What follows belongs to an exercise in optimizing a design on an open flow for a short achievable clock period and few clock cycles; a production flow would make more cautious choices. Function was checked by simulation only, so behaviour that the tests miss may differ from the original. Power figures rest on the tool's default switching activity, not on a simulated workload.

==> flow/design.v <==
module y86_pipe(
    input         clk,
    input         rst,             
    output [63:0] imem_addr,       
    input  [79:0] imem_data,       
    output [63:0] dmem_addr,
    output        dmem_we,
    output [63:0] dmem_wdata,
    input  [63:0] dmem_rdata,      
    output [1:0]  stat             
);
localparam [3:0] RNONE = 4'hF, RSP = 4'd4;
reg  [63:0] pc;
reg         f_stop;                
reg         x_valid;
reg  [3:0]  x_icode, x_ifun;
reg  [3:0]  x_srcA, x_srcB, x_dstE, x_dstM;
reg  [63:0] x_valC, x_valP;
reg  [1:0]  x_stat;                
reg  [1:0]  x_ridx;
reg         x_pred;
reg         y_valid;
reg  [3:0]  y_icode, y_ifun;
reg  [3:0]  y_srcA, y_srcB, y_dstE, y_dstM;
reg         m_we;
reg  [63:0] m_addr, m_wdata;
reg  [3:0]  m_dstM;
reg         m_isret;               
reg         m_iscall;
reg  [1:0]  m_ridx;
reg  [63:0] w_valM;
reg  [3:0]  w_dstM;
reg  [1:0]  stat_r;
reg         zf, sf, of;
reg         rst_q;
reg  [63:0] rf [0:14];
reg  [63:0] ras_tgt [0:3];
reg  [11:0] ras_S   [0:3];
reg  [3:0]  ras_v;
reg  [1:0]  ras_ptr;
assign imem_addr  = pc;
assign dmem_addr  = m_addr;
assign dmem_we    = m_we;
assign dmem_wdata = m_wdata;
assign stat       = stat_r;
function [63:0] rdreg(input [3:0] s);
    rdreg = (s == RNONE) ? 64'd0 : rf[s];
endfunction
function cond_of(input [3:0] fn, input z, input s, input o);
    case (fn)
        4'd0: cond_of = 1'b1;
        4'd1: cond_of = (s ^ o) | z;
        4'd2: cond_of = s ^ o;
        4'd3: cond_of = z;
        4'd4: cond_of = ~z;
        4'd5: cond_of = ~(s ^ o);
        4'd6: cond_of = ~(s ^ o) & ~z;
        default: cond_of = 1'b0;
    endcase
endfunction
function overlap(input [11:0] a, input [11:0] sl);
    reg [11:0] d;
    begin
        d = a - sl;
        overlap = (d[11:3] == 9'd0) || (d[11:3] == 9'h1ff && d[2:0] != 3'd0);
    end
endfunction
function [66:0] opq(input [1:0] fn, input [63:0] a, input [63:0] b);
    reg [63:0] r;
    reg z, o;
    begin
        case (fn)
            2'd0: begin r = b + a; z = (a ^ b) == ((a | b) << 1);
                        o = (a[63] == b[63]) && (r[63] != b[63]); end
            2'd1: begin r = b - a; z = a == b;
                        o = (a[63] != b[63]) && (r[63] != b[63]); end
            2'd2: begin r = b & a; z = r == 64'd0; o = 1'b0; end
            default: begin r = b ^ a; z = a == b; o = 1'b0; end
        endcase
        opq = {z, r[63], o, r};
    end
endfunction
wire x_rr  = x_icode == 4'h2;
wire x_ir  = x_icode == 4'h3;
wire x_rm  = x_icode == 4'h4;
wire x_mr  = x_icode == 4'h5;
wire x_op  = x_icode == 4'h6;
wire x_cl  = x_icode == 4'h8;
wire x_rt  = x_icode == 4'h9;
wire x_ps  = x_icode == 4'hA;
wire x_pp  = x_icode == 4'hB;
wire y_rr  = y_icode == 4'h2;
wire y_op  = y_icode == 4'h6;
wire y_ps  = y_icode == 4'hA;
wire y_pp  = y_icode == 4'hB;
wire m_ld = m_dstM != RNONE;
wire x_stall = x_valid && m_ld &&
               (x_srcA == m_dstM || x_srcB == m_dstM ||
                (y_valid && (y_srcA == m_dstM || y_srcB == m_dstM)));
wire x_go    = x_valid && !x_stall;
function hits(input [3:0] s, input [3:0] d);
    hits = s != RNONE && s == d;
endfunction
wire y_dep = hits(y_srcA, x_dstE) || hits(y_srcB, x_dstE) ||
             hits(y_srcA, x_dstM) || hits(y_srcB, x_dstM);
wire y_go  = x_go && y_valid && !y_dep;
wire x_split = x_go && y_valid && y_dep;
wire [63:0] valA = (x_srcA != RNONE && x_srcA == w_dstM) ? w_valM : rdreg(x_srcA);
wire [63:0] valB = (x_srcB != RNONE && x_srcB == w_dstM) ? w_valM : rdreg(x_srcB);
wire [63:0] valA2 = (y_srcA != RNONE && y_srcA == w_dstM) ? w_valM : rdreg(y_srcA);
wire [63:0] valB2 = (y_srcB != RNONE && y_srcB == w_dstM) ? w_valM : rdreg(y_srcB);
wire [66:0] op1 = opq(x_ifun[1:0], valA, valB);
reg  [63:0] addA;
always @(*) begin
    if (x_rm || x_mr)      addA = x_valC;
    else if (x_cl || x_ps) addA = -64'd8;
    else                   addA = 64'd8;            
end
wire [63:0] sum = valB + addA;
wire x_cnd = cond_of(x_ifun, zf, sf, of);
reg  [63:0] valE;
always @(*) begin
    if (x_op)      valE = op1[63:0];
    else if (x_ir) valE = x_valC;
    else if (x_rr) valE = valA;
    else           valE = sum;
end
wire x_wrE = x_go && x_dstE != RNONE && !(x_rr && !x_cnd);
wire zf_1 = (x_go && x_op) ? op1[66] : zf;
wire sf_1 = (x_go && x_op) ? op1[65] : sf;
wire of_1 = (x_go && x_op) ? op1[64] : of;
wire [66:0] op2 = opq(y_ifun[1:0], valA2, valB2);
wire [63:0] sum2 = valB2 + (y_ps ? -64'd8 : 64'd8);
wire y_cnd = cond_of(y_ifun, zf_1, sf_1, of_1);
wire [63:0] valE2 = y_op ? op2[63:0] : (y_rr ? valA2 : sum2);
wire y_wrE = y_go && y_dstE != RNONE && !(y_rr && !y_cnd);
wire zf_n = (y_go && y_op) ? op2[66] : zf_1;
wire sf_n = (y_go && y_op) ? op2[65] : sf_1;
wire of_n = (y_go && y_op) ? op2[64] : of_1;
wire x_rt_ok = x_pred && valA[11:0] == ras_S[x_ridx];
wire [3:0] f_icode = imem_data[7:4];
wire [3:0] f_ifun  = imem_data[3:0];
wire [3:0] f_rA    = imem_data[15:12];
wire [3:0] f_rB    = imem_data[11:8];
wire [3:0] g_icode = imem_data[23:20];
wire [3:0] g_ifun  = imem_data[19:16];
wire [3:0] g_rA    = imem_data[31:28];
wire [3:0] g_rB    = imem_data[27:24];
wire f_bad  = (f_icode > 4'hB) ||
              ((f_icode == 4'h2 || f_icode == 4'h7) && f_ifun > 4'd6) ||
              (f_icode == 4'h6 && f_ifun > 4'd3);
wire f_halt = f_icode == 4'h0;
wire f_final = f_bad || f_halt;
wire [63:0] pc1, pc2, pc4, pc9, pc10;
pc_inc pcinc(.pc(pc), .pc1(pc1), .pc2(pc2), .pc4(pc4), .pc9(pc9), .pc10(pc10));
reg [3:0] f_srcA, f_srcB, f_dstE, f_dstM;
always @(*) begin
    f_srcA = RNONE; f_srcB = RNONE; f_dstE = RNONE; f_dstM = RNONE;
    if (!f_bad)
        case (f_icode)
            4'h2: begin f_srcA = f_rA; f_dstE = f_rB; end
            4'h3: begin f_dstE = f_rB; end
            4'h4: begin f_srcA = f_rA; f_srcB = f_rB; end
            4'h5: begin f_srcB = f_rB; f_dstM = f_rA; end
            4'h6: begin f_srcA = f_rA; f_srcB = f_rB; f_dstE = f_rB; end
            4'h8: begin f_srcB = RSP; f_dstE = RSP; end
            4'h9: begin f_srcA = RSP; f_srcB = RSP; f_dstE = RSP; end
            4'hA: begin f_srcA = f_rA; f_srcB = RSP; f_dstE = RSP; end
            4'hB: begin f_srcA = RSP; f_srcB = RSP; f_dstE = RSP; f_dstM = f_rA; end
            default: ;
        endcase
end
reg [3:0] g_srcA, g_srcB, g_dstE, g_dstM;
always @(*) begin
    g_srcA = RNONE; g_srcB = RNONE; g_dstE = RNONE; g_dstM = RNONE;
    case (g_icode)
        4'h2: begin g_srcA = g_rA; g_dstE = g_rB; end
        4'h6: begin g_srcA = g_rA; g_srcB = g_rB; g_dstE = g_rB; end
        4'hA: begin g_srcA = g_rA; g_srcB = RSP; g_dstE = RSP; end
        4'hB: begin g_srcA = RSP; g_srcB = RSP; g_dstE = RSP; g_dstM = g_rA; end
        default: ;
    endcase
end
wire f_ret = f_icode == 4'h9;
wire f_call = f_icode == 4'h8;
wire m_hits_top = m_we && overlap(m_addr[11:0], ras_S[ras_ptr]) && !(m_iscall && m_ridx == ras_ptr);
wire f_pred = ras_v[ras_ptr] && !(x_valid && (x_rm || x_ps || x_cl || (y_valid && y_ps))) && !m_hits_top;
wire f_block = (x_valid && x_rt && !x_rt_ok) || m_isret;    
wire f_go    = !f_stop && !f_block && !x_stall && !x_split;
wire [63:0] pc_next;
wire        f_pair;
pc_sel pcsel(.rst(rst), .redirect(m_isret), .go(f_go), .ins(imem_data), .zf(zf_n), .sf(sf_n), .of(of_n),
             .pc(pc), .pc1(pc1), .pc2(pc2), .pc4(pc4), .pc9(pc9), .pc10(pc10),
             .ras(ras_tgt[ras_ptr]), .rdata(dmem_rdata), .pair(f_pair), .pc_next(pc_next));
always @(posedge clk) begin
    pc <= pc_next;
    if (rst)
        f_stop <= 1'b0;
    else if (f_go && f_final)
        f_stop <= 1'b1;
    if (rst) begin
        ras_ptr <= 2'd0;
        x_pred  <= 1'b0;
    end
    else if (f_go) begin
        if (f_call) ras_ptr <= ras_ptr + 2'd1;
        if (f_ret)  ras_ptr <= ras_ptr - 2'd1;
        x_pred <= f_ret && f_pred;
    end
    if (f_go && f_call)
        ras_tgt[ras_ptr + 2'd1] <= pc9;
    if (f_go)
        x_ridx <= f_call ? ras_ptr + 2'd1 : ras_ptr;
    if (x_go && x_cl)
        ras_S[x_ridx] <= sum[11:0];
    if (rst) begin
        x_valid <= 1'b0;
        y_valid <= 1'b0;
    end
    else if (x_split) begin
        x_valid <= 1'b1;
        y_valid <= 1'b0;
    end
    else if (!x_stall) begin
        x_valid <= f_go;
        y_valid <= f_go && f_pair;
    end
    if (x_split) begin
        x_icode <= y_icode;
        x_ifun  <= y_ifun;
        x_srcA  <= y_srcA;
        x_srcB  <= y_srcB;
        x_dstE  <= y_dstE;
        x_dstM  <= y_dstM;
        x_stat  <= 2'd0;
    end
    else if (f_go) begin
        x_icode <= f_bad ? 4'h1 : f_icode;
        x_ifun  <= f_ifun;
        x_srcA  <= f_srcA;
        x_srcB  <= f_srcB;
        x_dstE  <= f_dstE;
        x_dstM  <= f_dstM;
        x_valC  <= imem_data[79:16];
        x_valP  <= pc9;
        x_stat  <= f_bad ? 2'd2 : (f_halt ? 2'd1 : 2'd0);
        y_icode <= g_icode;
        y_ifun  <= g_ifun;
        y_srcA  <= g_srcA;
        y_srcB  <= g_srcB;
        y_dstE  <= g_dstE;
        y_dstM  <= g_dstM;
    end
end
wire y_mem = y_go && (y_ps || y_pp);
always @(posedge clk) begin
    if (rst) begin
        m_we    <= 1'b0;
        m_dstM  <= RNONE;
        m_isret <= 1'b0;
    end
    else begin
        m_we    <= (x_go && (x_rm || x_ps || x_cl)) || (y_go && y_ps);
        m_dstM  <= y_go ? ((y_dstM != RNONE) ? y_dstM :
                           (y_wrE && y_dstE == x_dstM) ? RNONE : x_dstM) :
                   x_go ? x_dstM : RNONE;
        m_isret <= x_go && x_rt && !x_rt_ok;
    end
    m_iscall <= x_cl;
    m_ridx   <= x_ridx;
    if (y_mem) begin
        m_addr  <= y_pp ? valA2 : sum2;
        m_wdata <= valA2;
    end
    else begin
        m_addr  <= (x_rt || x_pp) ? valA : sum;
        m_wdata <= x_cl ? x_valP : valA;
    end
    if (rst)
        w_dstM <= RNONE;
    else
        w_dstM <= ((x_wrE && x_dstE == m_dstM) || (y_wrE && y_dstE == m_dstM)) ? RNONE : m_dstM;
    w_valM <= dmem_rdata;
    if (rst) begin
        zf <= 1'b1; sf <= 1'b0; of <= 1'b0;
    end
    else begin
        zf <= zf_n; sf <= sf_n; of <= of_n;
    end
    if (rst)
        stat_r <= 2'd0;
    else if (x_valid && stat_r == 2'd0)
        stat_r <= x_stat;
    rst_q <= rst;
end
genvar i;
generate
    for (i = 0; i < 4; i = i + 1) begin : rasv
        always @(posedge clk) begin
            if (rst)
                ras_v[i] <= 1'b0;
            else if (x_go && x_cl && x_ridx == i)
                ras_v[i] <= 1'b1;
            else if ((f_go && f_call && ras_ptr + 2'd1 == i) ||
                     (m_we && overlap(m_addr[11:0], ras_S[i]) && !(m_iscall && m_ridx == i)))
                ras_v[i] <= 1'b0;
        end
    end
    for (i = 0; i < 15; i = i + 1) begin : regs
        always @(posedge clk) begin
            if (rst_q)
                rf[i] <= 64'd0;
            else if (y_wrE && y_dstE == i)
                rf[i] <= valE2;
            else if (x_wrE && x_dstE == i)
                rf[i] <= valE;
            else if (w_dstM == i)
                rf[i] <= w_valM;
        end
    end
endgenerate
endmodule
module pc_inc(
    input  [63:0] pc,
    output [63:0] pc1, pc2, pc4, pc9, pc10
);
assign pc1  = pc + 64'd1;
assign pc2  = pc + 64'd2;
assign pc4  = pc + 64'd4;
assign pc9  = pc + 64'd9;
assign pc10 = pc + 64'd10;
endmodule
module pc_sel(
    input         rst,
    input         redirect,        
    input         go,              
    input  [79:0] ins,
    input         zf, sf, of,      
    input  [63:0] pc, pc1, pc2, pc4, pc9, pc10,
    input  [63:0] ras,
    input  [63:0] rdata,
    output        pair,
    output reg [63:0] pc_next
);
wire [3:0] ic = ins[7:4];
wire [3:0] fn = ins[3:0];
wire [3:0] ic2 = ins[23:20];
wire [3:0] fn2 = ins[19:16];
function pairable(input [3:0] c, input [3:0] f);
    pairable = (c == 4'h2 && f <= 4'd6) || (c == 4'h6 && f <= 4'd3) ||
               c == 4'hA || c == 4'hB;
endfunction
wire mem1 = ic == 4'hA || ic == 4'hB;
wire mem2 = ic2 == 4'hA || ic2 == 4'hB;
assign pair = pairable(ic, fn) && pairable(ic2, fn2) && !(mem1 && mem2);
reg cnd;
always @(*) begin
    case (fn)
        4'd0: cnd = 1'b1;
        4'd1: cnd = (sf ^ of) | zf;
        4'd2: cnd = sf ^ of;
        4'd3: cnd = zf;
        4'd4: cnd = ~zf;
        4'd5: cnd = ~(sf ^ of);
        4'd6: cnd = ~(sf ^ of) & ~zf;
        default: cnd = 1'b0;
    endcase
end
wire take = ic == 4'h8 || (ic == 4'h7 && cnd);
always @(*) begin
    if (rst)
        pc_next = 64'd0;
    else if (redirect)
        pc_next = rdata;
    else if (!go)
        pc_next = pc;
    else if (take)
        pc_next = ins[71:8];
    else
        case (ic)
            4'h2, 4'h6, 4'hA, 4'hB: pc_next = pair ? pc4 : pc2;
            4'h3, 4'h4, 4'h5:       pc_next = pc10;
            4'h7, 4'h8:             pc_next = pc9;
            4'h9:                   pc_next = ras;
            default:                pc_next = pc1;
        endcase
end
endmodule
==> flow/flow/run.sh <==
#!/bin/bash
set -euo pipefail
bash standard.sh SETUP_SLACK_MARGIN=26 finish > standard_flow.log 2>&1
==> flow/standard.sh <==
#!/bin/bash
# synth_recipe.tcl (not shown) runs the flow's synth.tcl, then flattens the netlist and writes it again
# the make line also repeats each setting of config.mk as NAME=value (left out here)
make -C /OpenROAD-flow-scripts/flow DESIGN_CONFIG=/design/flow/config.mk WORK_HOME=/design/flow/orfs CLKGATE_MAP_FILE= SYNTH_SCRIPT=/design/flow/synth_recipe.tcl "${@:-finish}"
==> flow/config.mk <==
export PLATFORM = sky130hd
export DESIGN_NAME = y86_pipe
export DESIGN_NICKNAME = y86_pipe
export VERILOG_FILES = /design/flow/design.v
export SDC_FILE = /design/flow/constraint.sdc
export NUM_CORES = 4
export LEC_CHECK = 0
export ABC_CLOCK_PERIOD_IN_PS = 5000
export CAP_MARGIN = 20
export CORE_MARGIN = 2
export CORE_UTILIZATION = 40
export GPL_ROUTABILITY_DRIVEN = 1
export GPL_TIMING_DRIVEN = 1
export PLACE_DENSITY = 0.5
export SLEW_MARGIN = 20
export SYNTH_HIERARCHICAL = 1
==> flow/constraint.sdc <==
create_clock -name core_clock -period 33.0 [get_ports {clk}]
set_input_delay 6.6000 -clock core_clock [delete_from_list [all_inputs] [get_ports {clk}]]
set_output_delay 6.6000 -clock core_clock [all_outputs]
set_load 0.01 [all_outputs]
==> run summary, run 1 <==
* Ports at 341
* Mapped Area at ~0.15 sq mm
* Fail Step: 5_1_grt
* H-tree Lvls at 4
* YS warnings at 10
* Num CTS Buffers at 216
* Gr ovfl total at 43
* Std cell rows at 226
* Syn_area_per_cell at between 7 and 8 sq um
* Post-synth top cells: nand2_1, a21oi_1, clkbuf_1
* Port Buf Inserts at 340
* Most frequent cell after synthesis: nand2_1
* Largest net degree at the start of global routing at 147
* Placement Cell Area at about 0.16 sq mm
* Final HPWL DP at 853,000 um
* Die Y at ~620 um
* Clk buf depth at 4
* Die W at about 620 um
* First-pass GRT wire length at 2,040,000 um
* Synth async-reset ratio at 0%
* #FFs+latches synth at 1,725
* Routability cong. at 1.12
* Post-synth cell types at approximately 120
* Synth area leaders: dfxtp_1, edfxtp_1, nand2_1
* Post-synth top area cell: dfxtp_1
* Run Error: [ERROR GRT-0116] Global routing finished with congestion. Check the congestion regions in the DRC Viewer.
* Register area share after synthesis at 25.7%
* GRT Overall Usage at 76.1%
* Clock root buffer: clkbuf_16
* Syn Inst Count at 21,000
* Main synth FF type: dfxtp_1
* CTS sink count at 1,725
* Starting Density at between 40% and 50%
* Status: aborted with a tool error
* Synthesized Nets at 21,800
* Vias in the first global route at 209,000
* Top cell type's share of synthesized area at ~16%
* Number of flops mapped to enable cells by yosys at between 400 and 500
==> through the flow <==
step                setup slack [ns]  power [mW]  cells
floorplan                      24.25        5.50  21000
global placement               21.37        8.47  25100
detailed placement             21.34        8.45  25100
CTS                            24.76        12.0  26600
==> per-module statistics from Yosys (local to each module, per instance) <==
module,flip-flops and latches,cells
pc_inc,0,898
pc_sel,0,1157
y86_pipe,1725,19000
==> repair_timing <==
action,CTS
resized for setup,3672
cloned,272
endpoints found under the setup margin,1637
hold buffers,0
pin swaps,480
setup buffers,856
==> power groups by stage <==
stage,clock [mW],sequential (mW),combinational [mW]
2_1_floorplan,0,2.53,2.97
3_3_place_gp,0,2.66,5.81
3_5_place_dp,0,2.66,5.79
4_1_cts,2.58,2.59,6.78
==> metal layers <==
metal | GRT overflow | GRT usage, %
met2 | 3 | 89.1
met4 | 15 | 72.0
met5 | 0 | 40.3
met1 | 0 | 78.7
met3 | 25 | 61.9
==> worst min path at each step <==
stage	start	endpoint	cells past startpoint
global placement	x_ridx[0]$_DFFE_PP_	m_ridx[0]$_DFF_P_	0
floorplan	x_ridx[0]$_DFFE_PP_	m_ridx[0]$_DFF_P_	0
CTS	x_ridx[0]$_DFFE_PP_	m_ridx[0]$_DFF_P_	0
detailed placement	x_ridx[0]$_DFFE_PP_	m_ridx[0]$_DFF_P_	0
==> logic make-up after synthesis <==
group | count (synthesis) | share of synthesized area [%]
muxes | 405 | 3.44
DFF | 1725 | 25.7
and+or+nand+nor | 7726 | 22.8
AOI/OAI and AO/OA | 7074 | 31.7
buffers and inverters | 2769 | 7.11
xor gates and xnor gates | 757 | 4.35
adders and majority gates | 589 | 4.88
Testbench counts, summed over its fixed seeds: cycles 40,676.
==> run 2, diff against run 1 <==
--- a/flow/design.v
+++ b/flow/design.v
@@ -10,7 +10,8 @@
     output [1:0]  stat             
 );
 localparam [3:0] RNONE = 4'hF, RSP = 4'd4;
-reg  [63:0] pc;
+reg  [63:0] pc;                    
+reg  [63:0] pc_out;                
 reg         f_stop;                
 reg         x_valid;
 reg  [3:0]  x_icode, x_ifun;
@@ -19,17 +20,15 @@
 reg  [1:0]  x_stat;                
 reg  [1:0]  x_ridx;
 reg         x_pred;
-reg         y_valid;
+wire        y_valid = 1'b0;
 reg  [3:0]  y_icode, y_ifun;
 reg  [3:0]  y_srcA, y_srcB, y_dstE, y_dstM;
 reg         m_we;
 reg  [63:0] m_addr, m_wdata;
 reg  [3:0]  m_dstM;
 reg         m_isret;               
-reg         m_iscall;
-reg  [1:0]  m_ridx;
-reg  [63:0] w_valM;
-reg  [3:0]  w_dstM;
+reg  [3:0]  m_kill;                
+reg  [14:0] x_selA, x_selB, y_selA, y_selB;
 reg  [1:0]  stat_r;
 reg         zf, sf, of;
 reg         rst_q;
@@ -38,13 +37,21 @@
 reg  [11:0] ras_S   [0:3];
 reg  [3:0]  ras_v;
 reg  [1:0]  ras_ptr;
-assign imem_addr  = pc;
+assign imem_addr  = pc_out;
 assign dmem_addr  = m_addr;
 assign dmem_we    = m_we;
 assign dmem_wdata = m_wdata;
 assign stat       = stat_r;
-function [63:0] rdreg(input [3:0] s);
-    rdreg = (s == RNONE) ? 64'd0 : rf[s];
+function [63:0] rdreg(input [14:0] sel);
+    integer k;
+    begin
+        rdreg = 64'd0;
+        for (k = 0; k < 15; k = k + 1)
+            rdreg = rdreg | ({64{sel[k]}} & rf[k]);
+    end
+endfunction
+function [14:0] onehot(input [3:0] r);
+    onehot = (r == RNONE) ? 15'd0 : (15'd1 << r);
 endfunction
 function cond_of(input [3:0] fn, input z, input s, input o);
     case (fn)
@@ -105,10 +112,10 @@
              hits(y_srcA, x_dstM) || hits(y_srcB, x_dstM);
 wire y_go  = x_go && y_valid && !y_dep;
 wire x_split = x_go && y_valid && y_dep;
-wire [63:0] valA = (x_srcA != RNONE && x_srcA == w_dstM) ? w_valM : rdreg(x_srcA);
-wire [63:0] valB = (x_srcB != RNONE && x_srcB == w_dstM) ? w_valM : rdreg(x_srcB);
-wire [63:0] valA2 = (y_srcA != RNONE && y_srcA == w_dstM) ? w_valM : rdreg(y_srcA);
-wire [63:0] valB2 = (y_srcB != RNONE && y_srcB == w_dstM) ? w_valM : rdreg(y_srcB);
+wire [63:0] valA  = rdreg(x_selA);
+wire [63:0] valB  = rdreg(x_selB);
+wire [63:0] valA2 = rdreg(y_selA);
+wire [63:0] valB2 = rdreg(y_selB);
 wire [66:0] op1 = opq(x_ifun[1:0], valA, valB);
 reg  [63:0] addA;
 always @(*) begin
@@ -181,19 +188,34 @@
         default: ;
     endcase
 end
+function pairable(input [3:0] c, input [3:0] f);
+    pairable = (c == 4'h2 && f <= 4'd6) || (c == 4'h6 && f <= 4'd3) ||
+               c == 4'hA || c == 4'hB;
+endfunction
 wire f_ret = f_icode == 4'h9;
 wire f_call = f_icode == 4'h8;
-wire m_hits_top = m_we && overlap(m_addr[11:0], ras_S[ras_ptr]) && !(m_iscall && m_ridx == ras_ptr);
+wire m_hits_top = m_kill[ras_ptr];
 wire f_pred = ras_v[ras_ptr] && !(x_valid && (x_rm || x_ps || x_cl || (y_valid && y_ps))) && !m_hits_top;
 wire f_block = (x_valid && x_rt && !x_rt_ok) || m_isret;    
 wire f_go    = !f_stop && !f_block && !x_stall && !x_split;
-wire [63:0] pc_next;
-wire        f_pair;
-pc_sel pcsel(.rst(rst), .redirect(m_isret), .go(f_go), .ins(imem_data), .zf(zf_n), .sf(sf_n), .of(of_n),
-             .pc(pc), .pc1(pc1), .pc2(pc2), .pc4(pc4), .pc9(pc9), .pc10(pc10),
-             .ras(ras_tgt[ras_ptr]), .rdata(dmem_rdata), .pair(f_pair), .pc_next(pc_next));
+wire [63:0] pc_next, pco_next;
+wire [63:0] ras_top = ras_tgt[ras_ptr];
+genvar j;
+generate
+    for (j = 0; j < 4; j = j + 1) begin : nxt
+        pc_sel sl(.rst(rst), .redirect(m_isret), .go(f_go), .ins(imem_data), .zf(zf_n), .sf(sf_n), .of(of_n),
+                  .pc(pc[16*j +: 16]), .pc1(pc1[16*j +: 16]), .pc2(pc2[16*j +: 16]), .pc4(pc4[16*j +: 16]),
+                  .pc9(pc9[16*j +: 16]), .pc10(pc10[16*j +: 16]), .ras(ras_top[16*j +: 16]),
+                  .rdata(dmem_rdata[16*j +: 16]), .valC(imem_data[16*j+8 +: 16]), .pc_next(pc_next[16*j +: 16]));
+        pc_sel so(.rst(rst), .redirect(m_isret), .go(f_go), .ins(imem_data), .zf(zf_n), .sf(sf_n), .of(of_n),
+                  .pc(pc[16*j +: 16]), .pc1(pc1[16*j +: 16]), .pc2(pc2[16*j +: 16]), .pc4(pc4[16*j +: 16]),
+                  .pc9(pc9[16*j +: 16]), .pc10(pc10[16*j +: 16]), .ras(ras_top[16*j +: 16]),
+                  .rdata(dmem_rdata[16*j +: 16]), .valC(imem_data[16*j+8 +: 16]), .pc_next(pco_next[16*j +: 16]));
+    end
+endgenerate
 always @(posedge clk) begin
-    pc <= pc_next;
+    pc     <= pc_next;
+    pc_out <= pco_next;
     if (rst)
         f_stop <= 1'b0;
     else if (f_go && f_final)
@@ -215,15 +237,12 @@
         ras_S[x_ridx] <= sum[11:0];
     if (rst) begin
         x_valid <= 1'b0;
-        y_valid <= 1'b0;
     end
     else if (x_split) begin
         x_valid <= 1'b1;
-        y_valid <= 1'b0;
     end
     else if (!x_stall) begin
         x_valid <= f_go;
-        y_valid <= f_go && f_pair;
     end
     if (x_split) begin
         x_icode <= y_icode;
@@ -232,6 +251,8 @@
         x_srcB  <= y_srcB;
         x_dstE  <= y_dstE;
         x_dstM  <= y_dstM;
+        x_selA  <= y_selA;
+        x_selB  <= y_selB;
         x_stat  <= 2'd0;
     end
     else if (f_go) begin
@@ -241,6 +262,10 @@
         x_srcB  <= f_srcB;
         x_dstE  <= f_dstE;
         x_dstM  <= f_dstM;
+        x_selA  <= onehot(f_srcA);
+        x_selB  <= onehot(f_srcB);
+        y_selA  <= onehot(g_srcA);
+        y_selB  <= onehot(g_srcB);
         x_valC  <= imem_data[79:16];
         x_valP  <= pc9;
         x_stat  <= f_bad ? 2'd2 : (f_halt ? 2'd1 : 2'd0);
@@ -253,6 +278,9 @@
     end
 end
 wire y_mem = y_go && (y_ps || y_pp);
+wire st_go = (x_go && (x_rm || x_ps || x_cl)) || (y_go && y_ps);
+wire [63:0] st_addr = (y_go && y_ps) ? sum2 : sum;
+integer k;
 always @(posedge clk) begin
     if (rst) begin
         m_we    <= 1'b0;
@@ -266,8 +294,8 @@
                    x_go ? x_dstM : RNONE;
         m_isret <= x_go && x_rt && !x_rt_ok;
     end
-    m_iscall <= x_cl;
-    m_ridx   <= x_ridx;
+    for (k = 0; k < 4; k = k + 1)
+        m_kill[k] <= !rst && st_go && overlap(st_addr[11:0], ras_S[k]) && !(x_cl && x_ridx == k);
     if (y_mem) begin
         m_addr  <= y_pp ? valA2 : sum2;
         m_wdata <= valA2;
@@ -276,11 +304,6 @@
         m_addr  <= (x_rt || x_pp) ? valA : sum;
         m_wdata <= x_cl ? x_valP : valA;
     end
-    if (rst)
-        w_dstM <= RNONE;
-    else
-        w_dstM <= ((x_wrE && x_dstE == m_dstM) || (y_wrE && y_dstE == m_dstM)) ? RNONE : m_dstM;
-    w_valM <= dmem_rdata;
     if (rst) begin
         zf <= 1'b1; sf <= 1'b0; of <= 1'b0;
     end
@@ -302,7 +325,7 @@
             else if (x_go && x_cl && x_ridx == i)
                 ras_v[i] <= 1'b1;
             else if ((f_go && f_call && ras_ptr + 2'd1 == i) ||
-                     (m_we && overlap(m_addr[11:0], ras_S[i]) && !(m_iscall && m_ridx == i)))
+                     m_kill[i])
                 ras_v[i] <= 1'b0;
         end
     end
@@ -314,8 +337,8 @@
                 rf[i] <= valE2;
             else if (x_wrE && x_dstE == i)
                 rf[i] <= valE;
-            else if (w_dstM == i)
-                rf[i] <= w_valM;
+            else if (m_dstM == i)
+                rf[i] <= dmem_rdata;        
         end
     end
 endgenerate
@@ -336,11 +359,11 @@
     input         go,              
     input  [79:0] ins,
     input         zf, sf, of,      
-    input  [63:0] pc, pc1, pc2, pc4, pc9, pc10,
-    input  [63:0] ras,
-    input  [63:0] rdata,
-    output        pair,
-    output reg [63:0] pc_next
+    input  [15:0] pc, pc1, pc2, pc4, pc9, pc10,
+    input  [15:0] ras,
+    input  [15:0] rdata,
+    input  [15:0] valC,            
+    output reg [15:0] pc_next
 );
 wire [3:0] ic = ins[7:4];
 wire [3:0] fn = ins[3:0];
@@ -352,7 +375,7 @@
 endfunction
 wire mem1 = ic == 4'hA || ic == 4'hB;
 wire mem2 = ic2 == 4'hA || ic2 == 4'hB;
-assign pair = pairable(ic, fn) && pairable(ic2, fn2) && !(mem1 && mem2);
+wire pair = 1'b0;    
 reg cnd;
 always @(*) begin
     case (fn)
@@ -369,13 +392,13 @@
 wire take = ic == 4'h8 || (ic == 4'h7 && cnd);
 always @(*) begin
     if (rst)
-        pc_next = 64'd0;
+        pc_next = 16'd0;
     else if (redirect)
         pc_next = rdata;
     else if (!go)
         pc_next = pc;
     else if (take)
-        pc_next = ins[71:8];
+        pc_next = valC;
     else
         case (ic)
             4'h2, 4'h6, 4'hA, 4'hB: pc_next = pair ? pc4 : pc2;
--- a/flow/config.mk
+++ b/flow/config.mk
@@ -8,9 +8,9 @@
 export ABC_CLOCK_PERIOD_IN_PS = 5000
 export CAP_MARGIN = 20
 export CORE_MARGIN = 2
-export CORE_UTILIZATION = 40
+export CORE_UTILIZATION = 25
 export GPL_ROUTABILITY_DRIVEN = 1
 export GPL_TIMING_DRIVEN = 1
-export PLACE_DENSITY = 0.5
+export PLACE_DENSITY = 0.35
 export SLEW_MARGIN = 20
 export SYNTH_HIERARCHICAL = 1
==> run 2 against run 1 <==
The run now finishes clean. Synthesized cell count fell by 29%. Area after synthesis is 24% lower.
==> run summary, run 2 <==
* Most flops, register: rf
* Worst-Margin Slew at 1.47 ns
* 1st-pass router iterations at 10
* DR DRC count at 0
* CP cell instances: buf_6
* Syn_area_per_cell at 7.78 sq um (+7.3%)
* YS warnings at 9 (-1)
* Vias in the first global route at 121,000
* Via density at 6.19
* Num CTS Buffers at 225 (+4.2%)
* Share of cells above drive strength 1 at 20.8%
* Final Util at between 30% and 40%
* TritonCTS clock tree: built
* Starting DRT DRC Count at 20,600
* Mapped Area at 0.116 sq mm (-24%)
* Synthesized Nets at 15,400 (-29%)
* Fin. Hold Viols at 0
* Critical path's top delay family: flip-flops
* Pleak at 55.9 nW
* Req. time, crit path at 26.40 ns
* Buf/Inv on CP at 1
* Core Area at 0.463 sq mm
* Maximum clock rate at between 100 and 150 MHz
* Std cell rows at 250 (+11%)
* Die W at 686 um (+10%)
* Hold crit path type: flop to flop
* Worst IR Drop VDD at 0.0497 mV
* Fin. max-slew vios at 0
* Post-Place Setup Slack at 22.95 ns (+1.62 ns)
* GRT Overall Usage at 36.0%
* Final setup viols at 0
* Sequential Area at 0.0399 sq mm
* H-tree Lvls at 4 (unchanged)
* Post-Route WL at ~900,000 um
* Pwr/cell area at about 60 mW/mm^2
* Startpoint Class: flop
* Port Buf Inserts at 340 (unchanged)
* Clock Skews at 0.145 ns
* RSZ-0062 raised after global routing: yes
* Final HPWL DP at 578,000 um (-32%)
* Starting Density at 25.1% (-15 points)
* Max reg flops at 960
* # nets final at 15,400
* Largest net degree at the start of global routing at 96
* Clock period minus worst slack at 8.18 ns
* Max incr delay on CP at 0.45 ns
* Max_cap viols at 0
* Pwr Total at 8.70 mW
* Die area at 0.470 sq mm
* Worst Path Arrival at between 1.5 and 2 ns
* Vias at 133,000
* Clk buf depth at 4 (unchanged)
* Initial antenna violation count at 115
* CTS Hold Bufs at 0 (unchanged)
* Slowest cell on the critical path: dfxtp_4
* Crit-path max FO at 1
* TNS Setup at 0 ns
* # fillers at around 49,000
* Routability cong. at 1.00 (-11%)
* PnR worst setup slack at 24.82 ns
* Clock latency (worst-skew pair) at 1.04 ns
* Final period utilization at between 20 and 25%
* Most frequent cells in the layout: nand2_1, dfxtp_1, a21oi_1, nor2_1, a22oi_1
* # placed instances at 20,500 (-18%)
* Syn Inst Count at 14,900 (-29%)
* Setup Crit Path Kind: flop to output port
* Gr ovfl total at 0
* Worst slew margin at roughly 2%
* Post-route ant nets at 0
* Status: complete, no violations
* Clock root buffer: clkbuf_16
* CTS sink count at 1,735 (+0.58%)
* WL/cell at 41.5 um
* Most common cell after layout, fill and taps aside: nand2_1
* Die Y at 686 um (+10%)
* Area of the multi-input gates at 0.0751 sq mm
* Setup crit end kind: output port
* Finished Layout Cells at 21,500
* Largest regs: rf (960), ras_tgt (256)
* Ports at 341 (unchanged)
* Reg clk slew, reported paths at 0.06 ns
* Area growth, synth to finish at 25.9%
* First-pass GRT wire length at 1,160,000 um
[run 2: where the power goes]
part	internal, mW	switching (mW)
Combinational	0.960	2.56
Sequential	2.39	0.201
Clock	1.45	1.14
[run 2: worst paths after layout]
kind                                        endpoint  slack, ns  cells after the start                    start
worst max-delay path                   imem_addr[47]      24.82                      1       pc_out[47]$_DFF_P_
worst min-delay path            m_dstM[1]$_SDFF_PP1_       0.45                      1  x_dstM[1]$_SDFFCE_PP1P_
worst max register to register        pc[53]$_DFF_P_      25.16                     23  x_selB[1]$_SDFFCE_PP0P_
worst min register to register  m_dstM[1]$_SDFF_PP1_       0.45                      1  x_dstM[1]$_SDFFCE_PP1P_
[run 2: metrics by stage]
stage / hold WS [ns] / cell area (sq um)
global placement: 0.429 / 129000
global route: 0.474 / 146000
floorplan: 0.426 / 121000
CTS: 0.447 / 143000
finish: 0.445 / 146000
detailed placement: 0.430 / 129000
[run 2: final cells by class]
cell class / instances / share of cell area (%)
multi-input combinational: 11300 / 51.4
sequential: 1735 / 27.3
timing repair buffer: 1222 / 9.37
tap: 6174 / 5.28
clock buffer: 323 / 4.46
inverter: 482 / 1.26
clock inverter: 95 / 0.637
antenna: 185 / 0.317
[run 2: metal layers]
layer | track usage, % | up-vias | wire (um)
li1 | - | 55000 | -
met1 | 46.8 | 67200 | 358000
met2 | 53.3 | 8921 | 375000
met3 | 7.86 | 2120 | 89100
met4 | 23.9 | 24 | 71100
met5 | 0 | - | 149
[run 2: worst register-to-register path: stages, from the launching register on]
cell and delay (ns):
edfxtp_1 0.39, buf_4 0.39, buf_4 0.58, buf_6 0.49, a22oi_1 0.18, nand4_1 0.15, or2_2 0.46, ha_1 0.57
inv_1 0.27, nand2_1 0.14, or3_1 0.42, nor3_2 0.52, nand3_1 0.33, o41ai_1 0.67, a21oi_1 0.29, o21ai_2 0.21
buf_4 0.45, nand2b_1 0.34, o211ai_4 0.14, a211oi_4 0.26, buf_4 0.17, buf_12 0.14, o21ai_2 0.06, a31oi_1 0.20
[run 2: what timing repair did]
| action | in CTS | in global routing |
|---|---|---|
| pin swaps | 156 | 167 |
| endpoints found under the setup margin | 1082 | 1013 |
| setup buffers | 219 | 76 |
| resized for setup | 1824 | 363 |
| gates cloned | 65 | 19 |
Testbench counts of run 2, summed over its fixed seeds: cycles 45,702.
==> run 3, diff against run 2 <==
--- a/flow/design.v
+++ b/flow/design.v
@@ -20,7 +20,7 @@
 reg  [1:0]  x_stat;                
 reg  [1:0]  x_ridx;
 reg         x_pred;
-wire        y_valid = 1'b0;
+reg         y_valid;
 reg  [3:0]  y_icode, y_ifun;
 reg  [3:0]  y_srcA, y_srcB, y_dstE, y_dstM;
 reg         m_we;
@@ -213,6 +213,8 @@
                   .rdata(dmem_rdata[16*j +: 16]), .valC(imem_data[16*j+8 +: 16]), .pc_next(pco_next[16*j +: 16]));
     end
 endgenerate
+wire f_pair = pairable(f_icode, f_ifun) && pairable(g_icode, g_ifun) &&
+              !((f_icode == 4'hA || f_icode == 4'hB) && (g_icode == 4'hA || g_icode == 4'hB));
 always @(posedge clk) begin
     pc     <= pc_next;
     pc_out <= pco_next;
@@ -237,12 +239,15 @@
         ras_S[x_ridx] <= sum[11:0];
     if (rst) begin
         x_valid <= 1'b0;
+        y_valid <= 1'b0;
     end
     else if (x_split) begin
         x_valid <= 1'b1;
+        y_valid <= 1'b0;
     end
     else if (!x_stall) begin
         x_valid <= f_go;
+        y_valid <= f_go && f_pair;
     end
     if (x_split) begin
         x_icode <= y_icode;
@@ -375,7 +380,7 @@
 endfunction
 wire mem1 = ic == 4'hA || ic == 4'hB;
 wire mem2 = ic2 == 4'hA || ic2 == 4'hB;
-wire pair = 1'b0;    
+wire pair = pairable(ic, fn) && pairable(ic2, fn2) && !(mem1 && mem2);
 reg cnd;
 always @(*) begin
     case (fn)
--- a/flow/config.mk
+++ b/flow/config.mk
@@ -5,12 +5,12 @@
 export SDC_FILE = /design/flow/constraint.sdc
 export NUM_CORES = 4
 export LEC_CHECK = 0
-export ABC_CLOCK_PERIOD_IN_PS = 5000
 export CAP_MARGIN = 20
 export CORE_MARGIN = 2
 export CORE_UTILIZATION = 25
 export GPL_ROUTABILITY_DRIVEN = 1
 export GPL_TIMING_DRIVEN = 1
+export MIN_ROUTING_LAYER = met2
 export PLACE_DENSITY = 0.35
 export SLEW_MARGIN = 20
 export SYNTH_HIERARCHICAL = 1
==> run 3 against run 2 <==
The flow now stops in 5_1_grt. Synthesized cell count grew 39%. Area after synthesis grew 34%.
==> run summary, run 3 <==
* Register area share after synthesis at 26.3%
* Vias in the first global route at 328,000
* Post-synth cell types at 120
* Final HPWL DP at 1,170,000 um (+100%)
* Clock root buffer: clkbuf_16
* YS warnings at 9 (unchanged)
* Routability cong. at 1.23 (+22%)
* Most frequent cell after synthesis: nand2_1
* GRT Overall Usage at 91.5%
* Post-synth top area cell: dfxtp_1
* #FFs+latches synth at about 1,800
* Number of flops mapped to enable cells by yosys at 534
* Num CTS Buffers at 244 (+8.4%)
* Largest net degree at the start of global routing at approximately 110
* First-pass GRT wire length at 2,690,000 um
* Gr ovfl total at 6,968
* Fail Step: 5_1_grt
* Port Buf Inserts at 340 (unchanged)
* Status: aborted with a tool error
* Std cell rows at 290 (+16%)
* Main synth FF type: dfxtp_1
* Synth area leaders: dfxtp_1, edfxtp_1, nand2_1
* Syn Inst Count at 20,800 (+39%)
* Mapped Area at 0.156 sq mm (+34%)
* Post-synth top cells: nand2_1, clkbuf_1, a21oi_1
* Clk buf depth at 4 (unchanged)
* Syn_area_per_cell at 7.49 sq um (-3.8%)
* H-tree Lvls at 4 (unchanged)
* Run Error: [ERROR GRT-0116] Global routing finished with congestion. Check the congestion regions in the DRC Viewer.
* Die W at 794 um (+16%)
* CTS Hold Bufs at 0 (unchanged)
* Starting Density at 25.0% (about the same)
* Synthesized Nets at 21,500 (+40%)
* Top cell type's share of synthesized area at 16.0%
* CTS sink count at 1,782 (+2.7%)
* Die Y at 794 um (+16%)
* Synth async-reset ratio at 0%
* Ports at 341 (unchanged)
run 3: worst min-delay path by stage:
stage / startpoint / to / slack [ns]
floorplan: f_stop$_SDFFE_PP0P_ / f_stop$_SDFFE_PP0P_ / 0.42
global placement: f_stop$_SDFFE_PP0P_ / f_stop$_SDFFE_PP0P_ / 0.44
detailed placement: f_stop$_SDFFE_PP0P_ / f_stop$_SDFFE_PP0P_ / 0.44
CTS: f_stop$_SDFFE_PP0P_ / f_stop$_SDFFE_PP0P_ / 0.44
run 3: Yosys stat by module (local to each module, per instance):
| module | area [sq um] | cells inside |
|---|---|---|
| pc_inc | 5700 | 898 |
| pc_sel | 1750 | 278 |
| y86_pipe | 136000 | 17700 |
run 3: metrics by stage:
| step | std cells | cell area, sq um | util, % | worst slack, ns |
|---|---|---|---|---|
| floorplan | 20800 | 165000 | - | 24.41 |
| global placement | 28400 | 179000 | 28.7 | 22.13 |
| detailed placement | 28400 | 179000 | 28.7 | 22.16 |
| CTS | 29600 | 204000 | 32.9 | 24.61 |
run 3: what timing repair did:
action | 4_1_cts
endpoints found under the setup margin | 1795
pin swaps | 510
cloned | 131
gates resized for setup | 2993
buffers inserted | 551
run 3: cell families after synthesis:
group | synth area share (%)
adder cells (fa/ha/maj) | 4.73
AO/OA/AOI/OAI | 33.8
buffers and inverters | 6.99
multiplexers | 2.94
flip-flops | 26.3
AND/OR/NAND/NOR | 21.2
XOR/XNOR | 3.97
run 3: power groups by stage:
stage	clock [mW]	combinational [mW]	sequential (mW)
after CTS	3.08	5.23	2.64
after detailed placement	0	4.73	2.68
after global placement	0	4.75	2.68
after floorplan	0	2.06	2.55
run 3: layer usage:
| metal | track usage, % | GRT overflow |
|---|---|---|
| met1 | - | - |
| met5 | 89.4 | 688 |
| met2 | 91.8 | 921 |
| met3 | 98.3 | 4617 |
| met4 | 79.9 | 742 |
Testbench counts of run 3, summed over its fixed seeds: cycles 40,676.

-- static timing again, ports no longer ideal --
The flow's constraints put no driver on any port. The routed layout listed below was extracted and timed again, unchanged, in two steps. Step 1: set_driving_cell puts a clkbuf_16 on clk and a buf_2 on each other input, an assumption about the parent block. Step 2 adds t to the input delays and takes it off the output delays; t is the mean of the earliest and latest rising clock arrival at the registers after step 1. Input paths then give back, and output paths get back, about the clock's delay inside the block. Three values: ideal ports, drivers, drivers and shift; two values: the first two.
run: run 2
t, ns: 1.101
slack for setup (ns): 24.820 / 24.689 / 24.087
worst setup path at the end: input to register
slew at the worst register clock pin (ns): 0.10 / 0.10
After both steps run 2 still meets setup and hold. For run 2, drivers alone change the setup slack by -0.131 ns; drivers and shift together by -0.733 ns.
